This design comes from an exercise in tuning for small area, a short achievable clock period and few clock cycles per item on the open sky130 flow, not from production work. Where RTL was checked, it was by simulation tests only, not by an equivalence proof against the original.

==> inputs of v39 <==
==> flow/design.v (excerpt) <==
module des_enc (
    input         clk,
    input         rst,
    input         in_valid,
    output        in_ready,
    input  [63:0] in_block,
    input  [63:0] in_key,
    output        out_valid,
    output [63:0] out_block
);
Settings: LEC_CHECK=0, CAP_MARGIN=20, CORE_MARGIN=2, CORE_UTILIZATION=40, CTS_CLUSTER_DIAMETER=100, CTS_CLUSTER_SIZE=30, SLEW_MARGIN=20; clock period 50.0 ns.
standard.sh (not shown) runs the stock make flow with config.mk's settings and CLKGATE_MAP_FILE= SYNTH_SCRIPT=/design/flow/synth_recipe.tcl, a recipe that flattens the netlist after the stock synthesis.
==> flow/flow/run.sh <==
#!/bin/bash
# Own flow: the standard layout (standard.sh), with the S-box modules replaced by
# pre-mapped gate-level netlists during synthesis (see swap.tcl).
set -euo pipefail
W=$(pwd)
export SYNTH_CANONICALIZE_TCL=$W/flow/swap.tcl
BUFFER_PORTS_ARGS="-buffer_cell sky130_fd_sc_hd__buf_1" bash standard.sh SETUP_SLACK_MARGIN=38.75 finish > $W/standard.log 2>&1 || { tail -50 $W/standard.log; exit 1; }
for f in $W/orfs/logs/*/*/*/*.log; do cp "$f" $W/ 2>/dev/null || true; done
tail -5 $W/standard.log
Other scripts of this flow, unchanged in this note and not shown: flow/flow/sbk_gates.v, flow/flow/swap.tcl
==> v22 (differences from v39) <==
==> flow/flow/run.sh (replaced) <==
#!/bin/bash
# Own flow: the standard layout (standard.sh), with the S-box modules replaced by
# pre-mapped gate-level netlists during synthesis (see swap.tcl).
set -euo pipefail
W=$(pwd)
export SYNTH_CANONICALIZE_TCL=$W/flow/swap.tcl
BUFFER_PORTS_ARGS="-buffer_cell sky130_fd_sc_hd__buf_1" bash standard.sh SETUP_SLACK_MARGIN=39 SKIP_INCREMENTAL_REPAIR=1 finish > $W/standard.log 2>&1 || { tail -50 $W/standard.log; exit 1; }
for f in $W/orfs/logs/*/*/*/*.log; do cp "$f" $W/ 2>/dev/null || true; done
tail -5 $W/standard.log
==> v29 (differences from v39) <==
==> flow/flow/run.sh (replaced) <==
#!/bin/bash
# Own flow: the standard layout (standard.sh), with the S-box modules replaced by
# pre-mapped gate-level netlists during synthesis (see swap.tcl).
set -euo pipefail
W=$(pwd)
export SYNTH_CANONICALIZE_TCL=$W/flow/swap.tcl
BUFFER_PORTS_ARGS="-buffer_cell sky130_fd_sc_hd__buf_1" bash standard.sh SETUP_SLACK_MARGIN=38.75 SKIP_CTS_REPAIR_TIMING=1 finish > $W/standard.log 2>&1 || { tail -50 $W/standard.log; exit 1; }
for f in $W/orfs/logs/*/*/*/*.log; do cp "$f" $W/ 2>/dev/null || true; done
tail -5 $W/standard.log
==> comparison table <==
metric                                                           v22           v29           v39
Outcome                                     timing/DRC/antenna clean  timing/DRC/antenna clean  timing/DRC/antenna clean
Number of non-filler instances in the completed layout         10200         10200         10200
Setup slack of the worst register-to-register path          38620 ps      39190 ps      39180 ps
Slew at the pin with the worst max-slew slack                1240 ps       1310 ps       1310 ps
Post-Route M1 WL                                            82500 um      81200 um      81300 um
Routed length on met2                                      106000 um     107000 um     107000 um
Filler instances                                               14000         13900         13900
Worst r2r dst                                              out_q[54]     lr2_q[17]     lr2_q[17]
First-pass GRT wire length                                 337000 um     337000 um     337000 um
Final Instance Area                                     0.0603 sq mm  0.0616 sq mm  0.0616 sq mm
Detailed Route WL                                          233000 um     233000 um     233000 um
Min Clock Period, post-route                                11380 ps      11150 ps      11150 ps
Seq area share                                                 18.2%         17.9%         17.9%
Testbench counts of v39, summed over its fixed seeds: cycles 2,088, items 2,048.
Testbench counts of v22, summed over its fixed seeds: cycles 2,088, items 2,048.
Testbench counts of v29, summed over its fixed seeds: cycles 2,088, items 2,048.


==> job 8993: inputs <==
des_enc again, from the RTL that the note above started with.
clock: 50.0 ns
lec_check: 0
cap_margin: 20
core_margin: 2
core_utilization: 40
cts_cluster_diameter: 100
cts_cluster_size: 30
place_density: 0.75
slew_margin: 20
==> flow/flow/run.sh <==
#!/bin/bash
# Own flow: the standard layout (standard.sh), with the S-box modules replaced by
# pre-mapped gate-level netlists during synthesis (see swap.tcl).
set -euo pipefail
W=$(pwd)
export SYNTH_CANONICALIZE_TCL=$W/flow/swap.tcl
BUFFER_PORTS_ARGS="-buffer_cell sky130_fd_sc_hd__buf_1" bash standard.sh SETUP_SLACK_MARGIN=38.75 finish > $W/standard.log 2>&1 || { tail -50 $W/standard.log; exit 1; }
for f in $W/orfs/logs/*/*/*/*.log; do cp "$f" $W/ 2>/dev/null || true; done
tail -5 $W/standard.log
Other scripts of this flow, unchanged in this note and not shown: flow/flow/sbk_gates.v, flow/flow/swap.tcl
==> job 7786 (differences from job 8993) <==
- PLACE_DENSITY: 0.75 -> 0.85
==> Flow_metrics.wiki <==
{| class="wikitable"
! Metric !! Value
|-
| Number of DRC violations after detailed-routing iteration 0 || 10103
|-
| Flip-flop and latch share of the layout cell area || 0.181
|-
| Proportion of cell area occupied by multi-input gates || 0.728
|-
| End of the worst hold path || cd3_q[0]
|-
| Arr. time, crit path || between 1000 and 1500 ps
|-
| Total routing resource utilization after global routing || 0.297
|-
| Insertion delay of the later-clocked pin in the worst-skew pair || ~650 ps
|-
| Status || timing/DRC/antenna clean
|-
| Register cell area after layout || 11000 um2
|-
| Startpoint of the worst setup timing path || out_q[33]
|-
| GR Util met3 || 0.0378
|-
| P&R area growth vs syn || 10.9%
|-
| Met1 usage in global routing || 0.329
|}
[end of results for job 8993]
==> Flow_metrics.wiki <==
{| class="wikitable"
! Metric !! Value
|-
| Status || timing/DRC/antenna clean
|-
| P&R area growth vs syn || 10.7%
|-
| End of the worst hold path || v_q[4]
|-
| Flip-flop and latch share of the layout cell area || 0.182
|-
| Number of DRC violations after detailed-routing iteration 0 || 10846
|-
| Met1 usage in global routing || 0.328
|-
| Insertion delay of the later-clocked pin in the worst-skew pair || approximately 700 ps
|-
| GR Util met3 || 0.0476
|-
| Total routing resource utilization after global routing || 0.292
|-
| Arr. time, crit path || between 1000 and 1500 ps
|-
| Startpoint of the worst setup timing path || out_q[7]
|}
[end of results for job 7786]
Testbench counts of job 8993, summed over its fixed seeds: cycles 2,088, items 2,048.
Testbench counts of job 7786, summed over its fixed seeds: cycles 2,088, items 2,048.


==> inputs of run B <==
Starting RTL as in the previous note.
==> module des_rounds_1_4, before the edit <==
module des_rounds_1_4 (
    input  [63:0] lr_in,
    input  [55:0] cd,
    output [63:0] lr_out
);
wire [31:0] h [0:5];
assign h[0] = lr_in[63:32];
assign h[1] = lr_in[31:0];
wire [47:0] k1;
des_subkey1 u_k1 (.cd(cd), .k(k1));
des_round u_r1 (.l(h[0]), .r(h[1]), .k(k1), .r_new(h[2]));
wire [47:0] k2;
des_subkey2 u_k2 (.cd(cd), .k(k2));
des_round u_r2 (.l(h[1]), .r(h[2]), .k(k2), .r_new(h[3]));
wire [47:0] k3;
des_subkey3 u_k3 (.cd(cd), .k(k3));
des_round u_r3 (.l(h[2]), .r(h[3]), .k(k3), .r_new(h[4]));
wire [47:0] k4;
des_subkey4 u_k4 (.cd(cd), .k(k4));
des_round u_r4 (.l(h[3]), .r(h[4]), .k(k4), .r_new(h[5]));
assign lr_out = {h[4], h[5]};
endmodule
==> module des_rounds_5_8, before the edit <==
module des_rounds_5_8 (
    input  [63:0] lr_in,
    input  [55:0] cd,
    output [63:0] lr_out
);
wire [31:0] h [4:9];
assign h[4] = lr_in[63:32];
assign h[5] = lr_in[31:0];
wire [47:0] k5;
des_subkey5 u_k5 (.cd(cd), .k(k5));
des_round u_r5 (.l(h[4]), .r(h[5]), .k(k5), .r_new(h[6]));
wire [47:0] k6;
des_subkey6 u_k6 (.cd(cd), .k(k6));
des_round u_r6 (.l(h[5]), .r(h[6]), .k(k6), .r_new(h[7]));
wire [47:0] k7;
des_subkey7 u_k7 (.cd(cd), .k(k7));
des_round u_r7 (.l(h[6]), .r(h[7]), .k(k7), .r_new(h[8]));
wire [47:0] k8;
des_subkey8 u_k8 (.cd(cd), .k(k8));
des_round u_r8 (.l(h[7]), .r(h[8]), .k(k8), .r_new(h[9]));
assign lr_out = {h[8], h[9]};
endmodule
==> module des_rounds_9_12, before the edit <==
module des_rounds_9_12 (
    input  [63:0] lr_in,
    input  [55:0] cd,
    output [63:0] lr_out
);
wire [31:0] h [8:13];
assign h[8] = lr_in[63:32];
assign h[9] = lr_in[31:0];
wire [47:0] k9;
des_subkey9 u_k9 (.cd(cd), .k(k9));
des_round u_r9 (.l(h[8]), .r(h[9]), .k(k9), .r_new(h[10]));
wire [47:0] k10;
des_subkey10 u_k10 (.cd(cd), .k(k10));
des_round u_r10 (.l(h[9]), .r(h[10]), .k(k10), .r_new(h[11]));
wire [47:0] k11;
des_subkey11 u_k11 (.cd(cd), .k(k11));
des_round u_r11 (.l(h[10]), .r(h[11]), .k(k11), .r_new(h[12]));
wire [47:0] k12;
des_subkey12 u_k12 (.cd(cd), .k(k12));
des_round u_r12 (.l(h[11]), .r(h[12]), .k(k12), .r_new(h[13]));
assign lr_out = {h[12], h[13]};
endmodule
==> module des_rounds_13_16, before the edit <==
module des_rounds_13_16 (
    input  [63:0] lr_in,
    input  [55:0] cd,
    output [63:0] lr_out
);
wire [31:0] h [12:17];
assign h[12] = lr_in[63:32];
assign h[13] = lr_in[31:0];
wire [47:0] k13;
des_subkey13 u_k13 (.cd(cd), .k(k13));
des_round u_r13 (.l(h[12]), .r(h[13]), .k(k13), .r_new(h[14]));
wire [47:0] k14;
des_subkey14 u_k14 (.cd(cd), .k(k14));
des_round u_r14 (.l(h[13]), .r(h[14]), .k(k14), .r_new(h[15]));
wire [47:0] k15;
des_subkey15 u_k15 (.cd(cd), .k(k15));
des_round u_r15 (.l(h[14]), .r(h[15]), .k(k15), .r_new(h[16]));
wire [47:0] k16;
des_subkey16 u_k16 (.cd(cd), .k(k16));
des_round u_r16 (.l(h[15]), .r(h[16]), .k(k16), .r_new(h[17]));
assign lr_out = {h[16], h[17]};
endmodule
==> module des_enc, before the edit <==
module des_enc (
    input         clk,
    input         rst,
    input         in_valid,
    output        in_ready,
    input  [63:0] in_block,
    input  [63:0] in_key,
    output        out_valid,
    output [63:0] out_block
);
wire [63:0] ip_w;
wire [55:0] cd_w;
des_ip u_ip (.x(in_block), .y(ip_w));
des_pc1 u_pc1 (.key(in_key), .cd(cd_w));
reg [4:0] v_q;
reg [63:0] lr0_q;
reg [55:0] cd0_q;
reg [63:0] lr1_q;
reg [55:0] cd1_q;
reg [63:0] lr2_q;
reg [55:0] cd2_q;
reg [63:0] lr3_q;
reg [55:0] cd3_q;
reg [63:0] out_q;
wire [63:0] st0_w;
des_rounds_1_4 u_st0 (.lr_in(lr0_q), .cd(cd0_q), .lr_out(st0_w));
wire [63:0] st1_w;
des_rounds_5_8 u_st1 (.lr_in(lr1_q), .cd(cd1_q), .lr_out(st1_w));
wire [63:0] st2_w;
des_rounds_9_12 u_st2 (.lr_in(lr2_q), .cd(cd2_q), .lr_out(st2_w));
wire [63:0] st3_w;
des_rounds_13_16 u_st3 (.lr_in(lr3_q), .cd(cd3_q), .lr_out(st3_w));
wire [63:0] fp_w;
des_fp u_fp (.x({st3_w[31:0], st3_w[63:32]}), .y(fp_w));
always @(posedge clk) begin
    if (rst) v_q <= 0;
    else v_q <= {v_q[3:0], in_valid};
    lr0_q <= ip_w;
    cd0_q <= cd_w;
    lr1_q <= st0_w;
    cd1_q <= cd0_q;
    lr2_q <= st1_w;
    cd2_q <= cd1_q;
    lr3_q <= st2_w;
    cd3_q <= cd2_q;
    out_q <= fp_w;
end
assign in_ready = 1'b1;
assign out_valid = v_q[4];
assign out_block = out_q;
endmodule
export LEC_CHECK = 0
export CAP_MARGIN = 20
export CORE_MARGIN = 2
export CORE_UTILIZATION = 40
export SLEW_MARGIN = 20
create_clock -name core_clock -period 50.0 [get_ports {clk}]
==> flow/flow/run.sh <==
#!/bin/bash
# Own flow: the standard layout (standard.sh), with the S-box modules replaced by
# pre-mapped gate-level netlists during synthesis (see swap.tcl).
set -euo pipefail
W=$(pwd)
export SYNTH_CANONICALIZE_TCL=$W/flow/swap.tcl
BUFFER_PORTS_ARGS="-buffer_cell sky130_fd_sc_hd__buf_1" bash standard.sh SETUP_SLACK_MARGIN=39 finish > $W/standard.log 2>&1 || { tail -50 $W/standard.log; exit 1; }
for f in $W/orfs/logs/*/*/*/*.log; do cp "$f" $W/ 2>/dev/null || true; done
tail -5 $W/standard.log
Other scripts of this flow, unchanged in this note and not shown: flow/flow/sbk_gates.v, flow/flow/swap.tcl
==> run M: changes against run B <==
--- a/flow/design.v
+++ b/flow/design.v
@@ -761,3 +761,3 @@
 endmodule
-module des_rounds_1_4 (
+module des_rounds_1_3 (
     input  [63:0] lr_in,
@@ -766,3 +766,3 @@
 );
-wire [31:0] h [0:5];
+wire [31:0] h [0:4];
 assign h[0] = lr_in[63:32];
@@ -778,8 +778,5 @@
 des_round u_r3 (.l(h[2]), .r(h[3]), .k(k3), .r_new(h[4]));
-wire [47:0] k4;
-des_subkey4 u_k4 (.cd(cd), .k(k4));
-des_round u_r4 (.l(h[3]), .r(h[4]), .k(k4), .r_new(h[5]));
-assign lr_out = {h[4], h[5]};
+assign lr_out = {h[3], h[4]};
 endmodule
-module des_rounds_5_8 (
+module des_rounds_4_6 (
     input  [63:0] lr_in,
@@ -788,5 +785,8 @@
 );
-wire [31:0] h [4:9];
-assign h[4] = lr_in[63:32];
-assign h[5] = lr_in[31:0];
+wire [31:0] h [3:7];
+assign h[3] = lr_in[63:32];
+assign h[4] = lr_in[31:0];
+wire [47:0] k4;
+des_subkey4 u_k4 (.cd(cd), .k(k4));
+des_round u_r4 (.l(h[3]), .r(h[4]), .k(k4), .r_new(h[5]));
 wire [47:0] k5;
@@ -797,2 +797,12 @@
 des_round u_r6 (.l(h[5]), .r(h[6]), .k(k6), .r_new(h[7]));
+assign lr_out = {h[6], h[7]};
+endmodule
+module des_rounds_7_10 (
+    input  [63:0] lr_in,
+    input  [55:0] cd,
+    output [63:0] lr_out
+);
+wire [31:0] h [6:11];
+assign h[6] = lr_in[63:32];
+assign h[7] = lr_in[31:0];
 wire [47:0] k7;
@@ -803,12 +813,2 @@
 des_round u_r8 (.l(h[7]), .r(h[8]), .k(k8), .r_new(h[9]));
-assign lr_out = {h[8], h[9]};
-endmodule
-module des_rounds_9_12 (
-    input  [63:0] lr_in,
-    input  [55:0] cd,
-    output [63:0] lr_out
-);
-wire [31:0] h [8:13];
-assign h[8] = lr_in[63:32];
-assign h[9] = lr_in[31:0];
 wire [47:0] k9;
@@ -819,2 +819,12 @@
 des_round u_r10 (.l(h[9]), .r(h[10]), .k(k10), .r_new(h[11]));
+assign lr_out = {h[10], h[11]};
+endmodule
+module des_rounds_11_13 (
+    input  [63:0] lr_in,
+    input  [55:0] cd,
+    output [63:0] lr_out
+);
+wire [31:0] h [10:14];
+assign h[10] = lr_in[63:32];
+assign h[11] = lr_in[31:0];
 wire [47:0] k11;
@@ -825,5 +835,8 @@
 des_round u_r12 (.l(h[11]), .r(h[12]), .k(k12), .r_new(h[13]));
-assign lr_out = {h[12], h[13]};
+wire [47:0] k13;
+des_subkey13 u_k13 (.cd(cd), .k(k13));
+des_round u_r13 (.l(h[12]), .r(h[13]), .k(k13), .r_new(h[14]));
+assign lr_out = {h[13], h[14]};
 endmodule
-module des_rounds_13_16 (
+module des_rounds_14_16 (
     input  [63:0] lr_in,
@@ -832,8 +845,5 @@
 );
-wire [31:0] h [12:17];
-assign h[12] = lr_in[63:32];
-assign h[13] = lr_in[31:0];
-wire [47:0] k13;
-des_subkey13 u_k13 (.cd(cd), .k(k13));
-des_round u_r13 (.l(h[12]), .r(h[13]), .k(k13), .r_new(h[14]));
+wire [31:0] h [13:17];
+assign h[13] = lr_in[63:32];
+assign h[14] = lr_in[31:0];
 wire [47:0] k14;
@@ -863,3 +873,3 @@
 des_pc1 u_pc1 (.key(in_key), .cd(cd_w));
-reg [4:0] v_q;
+reg [5:0] v_q;
 reg [63:0] lr0_q;
@@ -872,16 +882,20 @@
 reg [55:0] cd3_q;
+reg [63:0] lr4_q;
+reg [55:0] cd4_q;
 reg [63:0] out_q;
 wire [63:0] st0_w;
-des_rounds_1_4 u_st0 (.lr_in(lr0_q), .cd(cd0_q), .lr_out(st0_w));
+des_rounds_1_3 u_st0 (.lr_in(lr0_q), .cd(cd0_q), .lr_out(st0_w));
 wire [63:0] st1_w;
-des_rounds_5_8 u_st1 (.lr_in(lr1_q), .cd(cd1_q), .lr_out(st1_w));
+des_rounds_4_6 u_st1 (.lr_in(lr1_q), .cd(cd1_q), .lr_out(st1_w));
 wire [63:0] st2_w;
-des_rounds_9_12 u_st2 (.lr_in(lr2_q), .cd(cd2_q), .lr_out(st2_w));
+des_rounds_7_10 u_st2 (.lr_in(lr2_q), .cd(cd2_q), .lr_out(st2_w));
 wire [63:0] st3_w;
-des_rounds_13_16 u_st3 (.lr_in(lr3_q), .cd(cd3_q), .lr_out(st3_w));
+des_rounds_11_13 u_st3 (.lr_in(lr3_q), .cd(cd3_q), .lr_out(st3_w));
+wire [63:0] st4_w;
+des_rounds_14_16 u_st4 (.lr_in(lr4_q), .cd(cd4_q), .lr_out(st4_w));
 wire [63:0] fp_w;
-des_fp u_fp (.x({st3_w[31:0], st3_w[63:32]}), .y(fp_w));
+des_fp u_fp (.x({st4_w[31:0], st4_w[63:32]}), .y(fp_w));
 always @(posedge clk) begin
     if (rst) v_q <= 0;
-    else v_q <= {v_q[3:0], in_valid};
+    else v_q <= {v_q[4:0], in_valid};
     lr0_q <= ip_w;
@@ -894,2 +908,4 @@
     cd3_q <= cd2_q;
+    lr4_q <= st3_w;
+    cd4_q <= cd3_q;
     out_q <= fp_w;
@@ -897,3 +913,3 @@
 assign in_ready = 1'b1;
-assign out_valid = v_q[4];
+assign out_valid = v_q[5];
 assign out_block = out_q;
==> notes <==
- Run M finished clean. Run B went through all stages and came out clean.
- Setup slack: run M is lower than run B (0.054 ns).
- Of run B and run M, run M has the higher count of clock-buffer cells in the layout (gap 8).
- First-iteration DRC count: run B is higher than run M (about 3%).
- In run B the wire length is larger than in run M, by about 4.3%.
- Against run M, the global-route usage of run B is higher by 1.7 points.
- Against run M, the sequential share of layout area of run B is lower by 4.3 points.
- Against run B, the core utilization of run M is lower by 6.7 points.
- Die area: run B is smaller than run M (3.9%).
- Area after synthesis: run B is smaller than run M (about 4%).
Testbench counts of run B, summed over its fixed seeds: cycles 2,088, items 2,048.
Function not checked in run M: the RTL went through the layout flow alone.

==> separate check: timing with driven ports <==
How much do the figures lean on ideal ports? The routed layouts below were timed once more, with nothing changed but the port constraints. Step 1 assumes that a clkbuf_16 drives the clock port and a buf_2 every other input. Step 2 times the ports against the registers' clock, not the clock port: input delays grow and output delays shrink by t, the midpoint of the rising clock arrivals with the driver on. Slacks: ideal ports / drivers / drivers and shift; pairs: ideal ports / drivers.
run | t (ns) | slack for setup (ns) | worst hold slack (ns) | worst slew at a driven data input, ns | cell pins on the clock port's net
v39 | 0.718 | 38.850 / 38.772 / 39.178 | 0.441 / 0.441 / 0.441 | 0.04 | 1
v22 | 0.722 | 38.616 / 38.616 / 38.616 | 0.433 / 0.433 / 0.433 | 0.04 | 1
v29 | 0.722 | 38.854 / 38.775 / 39.193 | 0.440 / 0.440 / 0.440 | 0.04 | 1
job 8993 | 0.704 | 38.864 / 38.785 / 39.221 | 0.424 / 0.424 / 0.424 | 0.04 | 1
job 7786 | 0.722 | 38.845 / 38.770 / 39.190 | 0.438 / 0.438 / 0.438 | 0.04 | 1
run B | 0.756 | 38.898 / 38.817 / 39.115 | 0.431 / 0.431 / 0.431 | 0.05 | 1
run M | 0.773 | 38.844 / 38.770 / 39.232 | 0.371 / 0.371 / 0.371 | 0.05 | 1
After both steps every run listed still meets setup and hold.
